What follows belongs to an exercise in optimizing a design on an open flow for small area; a production flow would make more cautious choices. The RTL was checked by simulation tests, not by an equivalence proof against the original design. Power is estimated from default activity; no workload was simulated.

==> inputs of run a <==
## top
module top #(
    parameter PWM_INTERVAL = 600
)(
    input  logic clk,
    input  logic rst,
    output logic RGB_R,
    output logic RGB_G,
    output logic RGB_B
);
==> module top, before the edit <==
module top #(
    parameter PWM_INTERVAL = 600
)(
    input  logic clk,
    input  logic rst,
    output logic RGB_R,
    output logic RGB_G,
    output logic RGB_B
);
    logic [1:0] s;
    logic [7:0] q;
    logic [5:0] b;
    wire s_wrap = (s == 2'd2);
    wire q_wrap = (q == 8'd199);
    wire e200 = (s == 2'd0 && q == 8'd0) || (s == 2'd2 && q == 8'd66) || (s == 2'd1 && q == 8'd133);
    wire step = e200 && (b == 6'd0);
    always_ff @(posedge clk) begin
        if (rst) begin
            s <= 2'd0;
            q <= 8'd0;
            b <= 6'd0;
        end else begin
            s <= s_wrap ? 2'd0 : s + 2'd1;
            if (s_wrap)
                q <= q_wrap ? 8'd0 : q + 8'd1;
            if (e200)
                b <= (b == 6'd49) ? 6'd0 : b + 6'd1;
        end
    end
    logic [8:0] u;
    logic gT, bT;    
    always_ff @(posedge clk) begin
        if (rst) begin
            u <= 9'd197;
            gT <= 1'b1;
            bT <= 1'b1;
        end else if (step) begin
            u <= (u == 9'd397) ? 9'd0 : u + 9'd1;
            if (u == 9'd132) gT <= 1'b0;
            if (u == 9'd165) bT <= 1'b0;
        end
    end
    wire        [10:0] D = 11'd512 + {3'b0, q} - {2'b0, u};    
    wire        [9:0]  S = {2'b0, q} + {1'b0, u};
    function automatic logic chan(input logic [8:0] u, input logic [10:0] D,
                                  input logic [9:0] S, input logic [8:0] c, input logic lt);
        if (u >= c)
            chan = (D >= 11'd512 + {10'd0, lt} - {2'b0, c}) || (S >= 10'd398 + c + lt);
        else
            chan = (S >= c + lt);
    endfunction
    wire red0 = (u == 9'd198) && bT;
    assign RGB_R = !red0 && chan(u, D, S, 9'd0, 1'b0);
    assign RGB_G = gT ? chan(u, D, S, 9'd132, s < 2'd2) : chan(u, D, S, 9'd133, 1'b0);
    assign RGB_B = bT ? chan(u, D, S, 9'd165, s < 2'd1) : chan(u, D, S, 9'd166, 1'b0);
endmodule
Settings: LEC_CHECK=0, CAP_MARGIN=20, CORE_MARGIN=2, CORE_UTILIZATION=40, SLEW_MARGIN=20; clock period 5.0 ns.
run.sh (not shown) runs the stock make flow with config.mk's settings and CLKGATE_MAP_FILE= SYNTH_SCRIPT=/design/flow/synth_recipe.tcl, a recipe that flattens the netlist after the stock synthesis.
==> inputs of run b, as changes to run a <==
==> flow/flow/run.sh (new file) <==
#!/bin/bash
# Standard synthesis, then the combinational logic between the standard
# synthesis's registers is re-mapped by ABC for area (registers, their names
# and cells untouched), then the standard layout from that netlist.
set -euo pipefail
HERE=$(pwd)
RES=$HERE/orfs/results/$FLOW_PLATFORM/top/base
YOSYS=$(command -v yosys || echo "$FLOW_HOME/../tools/install/yosys/bin/yosys")

bash standard.sh synth > std_synth.log 2>&1

cp "$RES/1_2_yosys.v" "$HERE/std_1_2_yosys.v"
LIB=$FLOW_HOME/platforms/$FLOW_PLATFORM/lib/sky130_fd_sc_hd__tt_025C_1v80.lib
sed -e "s#@LIB@#$LIB#g" -e "s#@IN@#$HERE/std_1_2_yosys.v#g" -e "s#@OUT@#$HERE/reopt.v#g" \
    -e "s#@ABC@#$HERE/flow/area.abc#g" flow/reopt.ys > reopt_run.ys
"$YOSYS" -l reopt.log -q reopt_run.ys > reopt_stdout.log 2>&1

cp "$HERE/reopt.v" "$RES/1_2_yosys.v"
rm -f "$RES/1_synth.odb" "$RES/1_synth.sdc"
bash standard.sh finish > std_finish.log 2>&1
==> flow/flow/area.abc (new file) <==
strash
&get -n
&deepsyn -T 30
&put
&get -n
&dch -f
&nf -R 1000
&put
==> flow/flow/reopt.ys (new file) <==
read_liberty -ignore_miss_func -overwrite -setattr liberty_cell @LIB@
read_verilog @IN@
hierarchy -top top
setattr -mod -set keep_hierarchy 1 sky130_fd_sc_hd__dfxtp_1
flatten top
opt_clean -purge top
select top
abc -script @ABC@ -liberty @LIB@ -dont_use *lpflow* -dont_use *probe*
setundef -zero
splitnets
opt_clean -purge
hilomap -singleton -hicell sky130_fd_sc_hd__conb_1 HI -locell sky130_fd_sc_hd__conb_1 LO
insbuf -buf sky130_fd_sc_hd__buf_4 A X
opt_clean -purge
tee -o reopt_stat.txt stat -liberty @LIB@
select -clear
delete A:liberty_cell
write_verilog -noattr -nohex -nodec @OUT@
==> flow/standard.sh (new file) <==
#!/bin/bash
# synth_recipe.tcl (not shown) runs the flow's synth.tcl, then flattens the netlist and writes it again
# the make line also repeats each setting of config.mk as NAME=value (left out here)
make -C /OpenROAD-flow-scripts/flow DESIGN_CONFIG=/design/flow/config.mk WORK_HOME=/design/flow/orfs CLKGATE_MAP_FILE= SYNTH_SCRIPT=/design/flow/synth_recipe.tcl "${@:-finish}"
removed: flow/run.sh
==> inputs of run c, as changes to run a <==
==> flow/design.v (replaced) <==
module top #(
    parameter PWM_INTERVAL = 600
)(
    input  logic clk,
    input  logic rst,
    output logic RGB_R,
    output logic RGB_G,
    output logic RGB_B
);
    logic [1:0] s;    
    logic [7:0] q;    
    logic [5:0] b;    
    logic [8:0] u;    
    logic       bT;   
    wire s_wrap = s[1];                                    
    wire q_wrap = q[7] & q[6] & q[2] & q[1] & q[0];        
    wire b_wrap = b[5] & b[4] & b[0];                      
    wire u_wrap = u[8] & u[7] & u[3] & u[2] & u[0];        
    wire e200 = (!s[1] && !s[0] && q == 8'd0) || (s[1] && q == 8'd66) || (s[0] && q == 8'd133);
    wire step = e200 && (b == 6'd0);
    always_ff @(posedge clk) begin
        if (rst) begin
            s  <= 2'd0;
            q  <= 8'd0;
            b  <= 6'd0;
            u  <= 9'd197;
            bT <= 1'b1;
        end else begin
            s <= s_wrap ? 2'd0 : s + 2'd1;
            if (s_wrap)
                q <= q_wrap ? 8'd0 : q + 8'd1;
            if (e200)
                b <= b_wrap ? 6'd0 : b + 6'd1;
            if (step) begin
                u <= u_wrap ? 9'd0 : u + 9'd1;
                if (u == 9'd165) bT <= 1'b0;
            end
        end
    end
    wire gT = bT && !(u >= 9'd133 && u <= 9'd165);
    wire red0 = bT && (u == 9'd198);
    wire [10:0] D = 11'd512 + {3'b0, q} - {2'b0, u};    
    wire [9:0]  S = {2'b0, q} + {1'b0, u};
    function automatic logic chan(input logic [8:0] u, input logic [10:0] D,
                                  input logic [9:0] S, input logic [8:0] c, input logic lt);
        if (u >= c)
            chan = (D >= 11'd512 + {10'd0, lt} - {2'b0, c}) || (S >= 10'd398 + c + lt);
        else
            chan = (S >= c + lt);
    endfunction
    assign RGB_R = !red0 && chan(u, D, S, 9'd0, 1'b0);
    assign RGB_G = gT ? chan(u, D, S, 9'd132, !s[1]) : chan(u, D, S, 9'd133, 1'b0);
    assign RGB_B = bT ? chan(u, D, S, 9'd165, !s[1] && !s[0]) : chan(u, D, S, 9'd166, 1'b0);
endmodule
==> flow/flow/run.sh (new file) <==
#!/bin/bash
# Standard synthesis, then the combinational logic between the standard
# synthesis's registers is re-mapped by ABC for area (registers, their names
# and cells untouched), then the standard layout from that netlist.
set -euo pipefail
HERE=$(pwd)
RES=$HERE/orfs/results/$FLOW_PLATFORM/top/base
YOSYS=$(command -v yosys || echo "$FLOW_HOME/../tools/install/yosys/bin/yosys")

bash standard.sh synth > std_synth.log 2>&1

cp "$RES/1_2_yosys.v" "$HERE/std_1_2_yosys.v"
LIB=$FLOW_HOME/platforms/$FLOW_PLATFORM/lib/sky130_fd_sc_hd__tt_025C_1v80.lib
sed -e "s#@LIB@#$LIB#g" -e "s#@IN@#$HERE/std_1_2_yosys.v#g" -e "s#@OUT@#$HERE/reopt.v#g" \
    -e "s#@ABC@#$HERE/flow/area.abc#g" flow/reopt.ys > reopt_run.ys
"$YOSYS" -l reopt.log -q reopt_run.ys > reopt_stdout.log 2>&1

cp "$HERE/reopt.v" "$RES/1_2_yosys.v"
rm -f "$RES/1_synth.odb" "$RES/1_synth.sdc"
bash standard.sh finish > std_finish.log 2>&1
==> flow/flow/area.abc (new file) <==
strash
&get -n
&deepsyn -T 30
&put
&get -n
&dch -f
&nf -R 1000
&put
==> flow/flow/reopt.ys (new file) <==
read_liberty -ignore_miss_func -overwrite -setattr liberty_cell @LIB@
read_verilog @IN@
hierarchy -top top
setattr -mod -set keep_hierarchy 1 sky130_fd_sc_hd__dfxtp_1
flatten top
opt_clean -purge top
select top
abc -script @ABC@ -liberty @LIB@ -dont_use *lpflow* -dont_use *probe*
setundef -zero
splitnets
opt_clean -purge
hilomap -singleton -hicell sky130_fd_sc_hd__conb_1 HI -locell sky130_fd_sc_hd__conb_1 LO
insbuf -buf sky130_fd_sc_hd__buf_4 A X
opt_clean -purge
tee -o reopt_stat.txt stat -liberty @LIB@
select -clear
delete A:liberty_cell
write_verilog -noattr -nohex -nodec @OUT@
==> flow/standard.sh (new file) <==
#!/bin/bash
# synth_recipe.tcl (not shown) runs the flow's synth.tcl, then flattens the netlist and writes it again
# the make line also repeats each setting of config.mk as NAME=value (left out here)
make -C /OpenROAD-flow-scripts/flow DESIGN_CONFIG=/design/flow/config.mk WORK_HOME=/design/flow/orfs CLKGATE_MAP_FILE= SYNTH_SCRIPT=/design/flow/synth_recipe.tcl "${@:-finish}"
removed: flow/run.sh
==> notes <==
- Against run a, the combinational power of run c is lower by about 70%.
- Of run b and run c, run c has the higher core utilization (gap 1.1 points).
- Flip-flop and latch count: run c is lower than run b (1).
- In first-iteration DRC count, run a is at 3.1 times the value of run c.
- Area after synthesis: run c < run b < run a.
==> figures <==
metric                                                                            run a                    run c                    run b
Worst Hold Path EP                                                      s[0]$_SDFF_PP0_        b[2]$_SDFFE_PP0P_          s[0]$_SDFF_PP0_
Peak Freq                                                                       206 MHz                  213 MHz                  207 MHz
Die H                                                                           90.8 um                  67.7 um                  68.5 um
Hold path startpoint                                                    s[0]$_SDFF_PP0_        b[2]$_SDFFE_PP0P_          s[0]$_SDFF_PP0_
Comb power                                                                     0.493 mW                 0.128 mW                 0.129 mW
Number of buffers other than clock buffers in the final layout                       19                        9                        5
Status                                                          complete, no violations  complete, no violations  complete, no violations
Final weighted congestion in routability-driven placement                         0.893                    0.818                    0.802
Fin crit period                                                                 4.86 ns                  4.69 ns                  4.82 ns
GRT met3 Usage                                                                    2.25%                    1.50%                    1.95%
Slowest cell delay on critical path                                             0.48 ns                  0.40 ns                  0.48 ns
Internal power contribution                                                    0.499 mW                 0.376 mW                 0.337 mW

## static timing again, ports no longer ideal
In the flow no input, the clock included, has a driving cell. The finished layouts below were timed again as built, in two steps. Step 1 sets driving cells, clkbuf_16 on the clock port and buf_2 on the other inputs (assumed; they add their load-dependent delay and slew). Step 2 moves the port delays by t, midway between the first and last clock arrival at a register: inputs arrive t later, outputs are due t later. That takes back most of the time a late clock gives input paths. a / b / c = ideal ports / drivers / drivers and shift; a / b = the first two.
run | t (ns) | setup slack, ns | clock arrival spread, ns | cell pins on the clock port's net
run a | 0.317 | 0.139 / 0.111 / 0.428 | 0.010 / 0.010 | 1
run b | 0.305 | 0.178 / 0.152 / 0.457 | 0.008 / 0.008 | 1
run c | 0.294 | 0.309 / 0.286 / 0.580 | 0.008 / 0.008 | 1
After both steps every run listed still meets setup and hold.
